Context: an optimization exercise on an open-source flow, tuned for small area and a short achievable clock period. The choices shown serve that exercise and are no tape-out recipe.
RTL that was checked went through simulation tests only; none was proved equivalent to the original.
Power figures rest on the tool's default switching activity, not on a simulated workload.

== umber ==
==> flow/design.v (excerpt) <==
module ecliptic_top
  (
   input wire          clk,
   input wire          nrst,
   input wire [31:0]   src1,
   input wire [31:0]   src2,
   input wire          bop_req,
   input wire [1:0]    bop_op,
   output logic [31:0] bop_res,
   output logic        bop_ack,
   input wire          cls_req,
   output logic [9:0]  cls_res,
   output logic        cls_ack,
   input wire          cmp_req,
   input wire [2:0]    cmp_op,
   output logic [31:0] cmp_res,
   output logic        cmp_invalid,
   output logic        cmp_ack,
   input wire          cvtw_req,
   input wire [1:0]    cvtw_rm,
   input wire          cvtw_unsigned,
   output logic [31:0] cvtw_res,
   output logic        cvtw_invalid,
   output logic        cvtw_inexact,
   output logic        cvtw_ack,
   input wire          cvts_req,
   input wire [1:0]    cvts_rm,
   input wire          cvts_unsigned,
   output logic [31:0] cvts_res,
   output logic        cvts_inexact,
   output logic        cvts_ack
   );
For scale: roughly 140 flip-flops, ~230 I/O pins, ~12000 um2 of cells after synthesis.
==> flow/config.mk <==
export PLATFORM = sky130hd
export DESIGN_NAME = ecliptic_top
export DESIGN_NICKNAME = ecliptic_top
export VERILOG_FILES = /design/flow/design.v
export SDC_FILE = /design/flow/constraint.sdc
export NUM_CORES = 4
export LEC_CHECK = 0
export ABC_AREA = 1
export CAP_MARGIN = 20
export CORE_MARGIN = 2
export CORE_UTILIZATION = 40
export CTS_BUF_LIST = sky130_fd_sc_hd__clkbuf_8
export GPL_ROUTABILITY_DRIVEN = 0
export GPL_TIMING_DRIVEN = 0
export SETUP_SLACK_MARGIN = 3.6
export SLEW_MARGIN = 20
export SYNTH_HIERARCHICAL = 1
==> flow/constraint.sdc <==
create_clock -name core_clock -period 7.5 [get_ports {clk}]
set_input_delay 1.5000 -clock core_clock [delete_from_list [all_inputs] [get_ports {clk}]]
set_output_delay 1.5000 -clock core_clock [all_outputs]
set_load 0.01 [all_outputs]
standard.sh (not shown) runs the stock make flow with config.mk's settings and CLKGATE_MAP_FILE= SYNTH_SCRIPT=/design/flow/synth_recipe.tcl, a recipe that flattens the netlist after the stock synthesis.
==> flow/flow/run.sh <==
#!/bin/bash
# Standard ORFS layout, with plain buf_1 cells as the port buffers
# instead of the default clkdlybuf4s50_1 delay cells.
set -euo pipefail
export BUFFER_PORTS_ARGS="-buffer_cell sky130_fd_sc_hd__buf_1"
bash standard.sh > standard.log 2>&1
What quartz does differently from umber at the input level:
--- a/flow/design.v
+++ b/flow/design.v
@@ -32,20 +32,16 @@
   logic [W-1:0] p;
   always_comb begin
     p = a;
     p[0] = a[0] & cin;
     for (int d = 1; d < W; d = d * 2)
       for (int i = 2 * d - 1; i < W; i = i + 2 * d) p[i] = p[i] & p[i-d];
-    for (int d = 16; d >= 2; d = d / 2)
+    for (int d = 16; d >= 1; d = d / 2)
       for (int i = 3 * d - 1; i < W; i = i + 2 * d) p[i] = p[i] & p[i-d];
     y[0] = a[0] ^ cin;
-    y[1] = cin ? (a[1] ^ a[0]) : a[1];
-    for (int i = 2; i < W; i++) begin
-      if (i % 2 == 0) y[i] = a[i] ^ p[i-1];
-      else y[i] = p[i-2] ? (a[i] ^ a[i-1]) : a[i];
-    end
+    for (int i = 1; i < W; i++) y[i] = a[i] ^ p[i-1];
   end
 endmodule
 `default_nettype wire
 `default_nettype none
 module ecliptic_top
   (
@@ -237,34 +233,29 @@
     w_sat = {cvtw_unsigned ? w_satpos : ~w_satpos, {31{w_satpos}}};
     w_inc = w_round_up & ~w_force_zero;
     w_q_n = w_inv_pre ? w_sat : w_ipx;
     w_act_n = ~w_inv_pre & (w_s ^ w_inc);
   end
   logic [31:0] cvtw_q;
-  logic        cvtw_act, cvtw_mid;
-  logic        w_mid_n;
-  assign w_mid_n = w_act_n & (&w_q_n[15:0]);
+  logic        cvtw_act;
   always_ff @(posedge clk) begin
     if (~nrst | ~cvtw_req) begin
       cvtw_ack <= '0;
       cvtw_q <= '0;
       cvtw_act <= '0;
-      cvtw_mid <= '0;
       cvtw_invalid <= '0;
       cvtw_inexact <= '0;
     end else begin
       cvtw_ack <= 1'b1;
       cvtw_q <= w_q_n;
       cvtw_act <= w_act_n;
-      cvtw_mid <= w_mid_n;
       cvtw_invalid <= w_invalid_n;
       cvtw_inexact <= w_inexact_n;
     end
   end
-  ecliptic_increment #(.W(16)) CVTW_INC_LO (.a(cvtw_q[15:0]), .cin(cvtw_act), .y(cvtw_res[15:0]));
-  ecliptic_increment #(.W(16)) CVTW_INC_HI (.a(cvtw_q[31:16]), .cin(cvtw_mid), .y(cvtw_res[31:16]));
+  ecliptic_increment #(.W(32)) CVTW_INC (.a(cvtw_q), .cin(cvtw_act), .y(cvtw_res));
   logic        f_s, f_zero, f_bzero;
   logic [31:0] f_b;
   logic [31:0] f_zv [0:5];
   logic [4:0]  f_zc [0:5][0:31];
   logic [4:0]  f_lz;
   logic [31:0] f_t [0:5];
@@ -314,33 +305,27 @@
       2'b01: f_round_up = 1'b0;
       2'b10: f_round_up = f_s & (f_guard | f_sticky);
       default: f_round_up = ~f_s & (f_guard | f_sticky);
     endcase
     f_cin = f_carry | f_round_up;
   end
-  logic [30:0] cvts_mag, f_mag;
-  logic        cvts_cin, cvts_mid, cvts_sg;
-  logic        f_mid;
-  assign f_mag = {f_e_n, f_t[5][30:8] ^ {23{f_s}}};
-  assign f_mid = f_cin & (&f_mag[15:0]);
+  logic [30:0] cvts_mag;
+  logic        cvts_cin, cvts_sg;
   always_ff @(posedge clk) begin
     if (~nrst | ~cvts_req) begin
       cvts_ack <= '0;
       cvts_mag <= '0;
       cvts_cin <= '0;
-      cvts_mid <= '0;
       cvts_sg <= '0;
       cvts_inexact <= '0;
     end else begin
       cvts_ack <= 1'b1;
-      cvts_mag <= f_mag;
+      cvts_mag <= {f_e_n, f_t[5][30:8] ^ {23{f_s}}};
       cvts_cin <= f_cin;
-      cvts_mid <= f_mid;
       cvts_sg <= f_s;
       cvts_inexact <= f_guard | f_sticky;
     end
   end
-  ecliptic_increment #(.W(16)) CVTS_INC_LO (.a(cvts_mag[15:0]), .cin(cvts_cin), .y(cvts_res[15:0]));
-  ecliptic_increment #(.W(15)) CVTS_INC_HI (.a(cvts_mag[30:16]), .cin(cvts_mid), .y(cvts_res[30:16]));
+  ecliptic_increment #(.W(31)) CVTS_INC (.a(cvts_mag), .cin(cvts_cin), .y(cvts_res[30:0]));
   assign cvts_res[31] = cvts_sg;
 endmodule
 `default_nettype wire
Relative to umber, total design power has decreased by 6.6% in quartz.
Number of standard-cell rows in the floorplan in quartz vs umber: down 2
Taking umber as the reference, in quartz sequential area share after synthesis went up; clock period minus worst slack now larger; depth of the critical timing path with buffers and inverters included lower.
Routed wire length shrinks by a few percent when moving from umber to quartz.
Diff quartz and umber: worst supply voltage drop on vdd lower in umber
NOTE fill cell total of the finished layout umber->quartz decreased by a few percent
From quartz to umber, number of clock buffer instances in the layout did not move at all.
Delta (quartz minus umber): gate count after technology mapping -188; final instance count without filler cells -about 8%; antenna diode instance count -1.
Number of global-route vias before repair sits lower in quartz than in umber.
Looking at the reports, quartz completed the entire flow and the layout it produced met the timing, design-rule and antenna checks.
Only the layout flow was run in umber; the RTL was not checked for function there.

-- separate check: timing with driven ports --
How much do the figures lean on ideal ports? The routed layouts below were timed once more, with nothing changed but the port constraints. Step 1 (the two cells are an assumption about what drives the block):
set clk [get_ports {clk}]
set_driving_cell -lib_cell sky130_fd_sc_hd__clkbuf_16 $clk
set_driving_cell -lib_cell sky130_fd_sc_hd__buf_2 [delete_from_list [all_inputs] $clk]
Step 2 adds t to the input delays and takes it off the output delays; t is the mean of the earliest and latest rising clock arrival at the registers after step 1. Input paths then give back, and output paths get back, about the clock's delay inside the block. Slacks: no drivers / after step 1 / after step 2; pairs: no drivers / after step 1.
run | t, ns | slack for setup (ns) | clock arrival spread, ns | pins driven straight from the clock port
umber | 0.540 | 3.722 / 3.691 / 3.151 | 0.014 / 0.014 | 1
quartz | 0.516 | 3.709 / 3.711 / 3.195 | 0.017 / 0.016 | 1
After both steps setup and hold are still met in every run listed. The setup slack of umber, which loses most, moves by -0.031 ns with the drivers and by -0.571 ns with both steps.
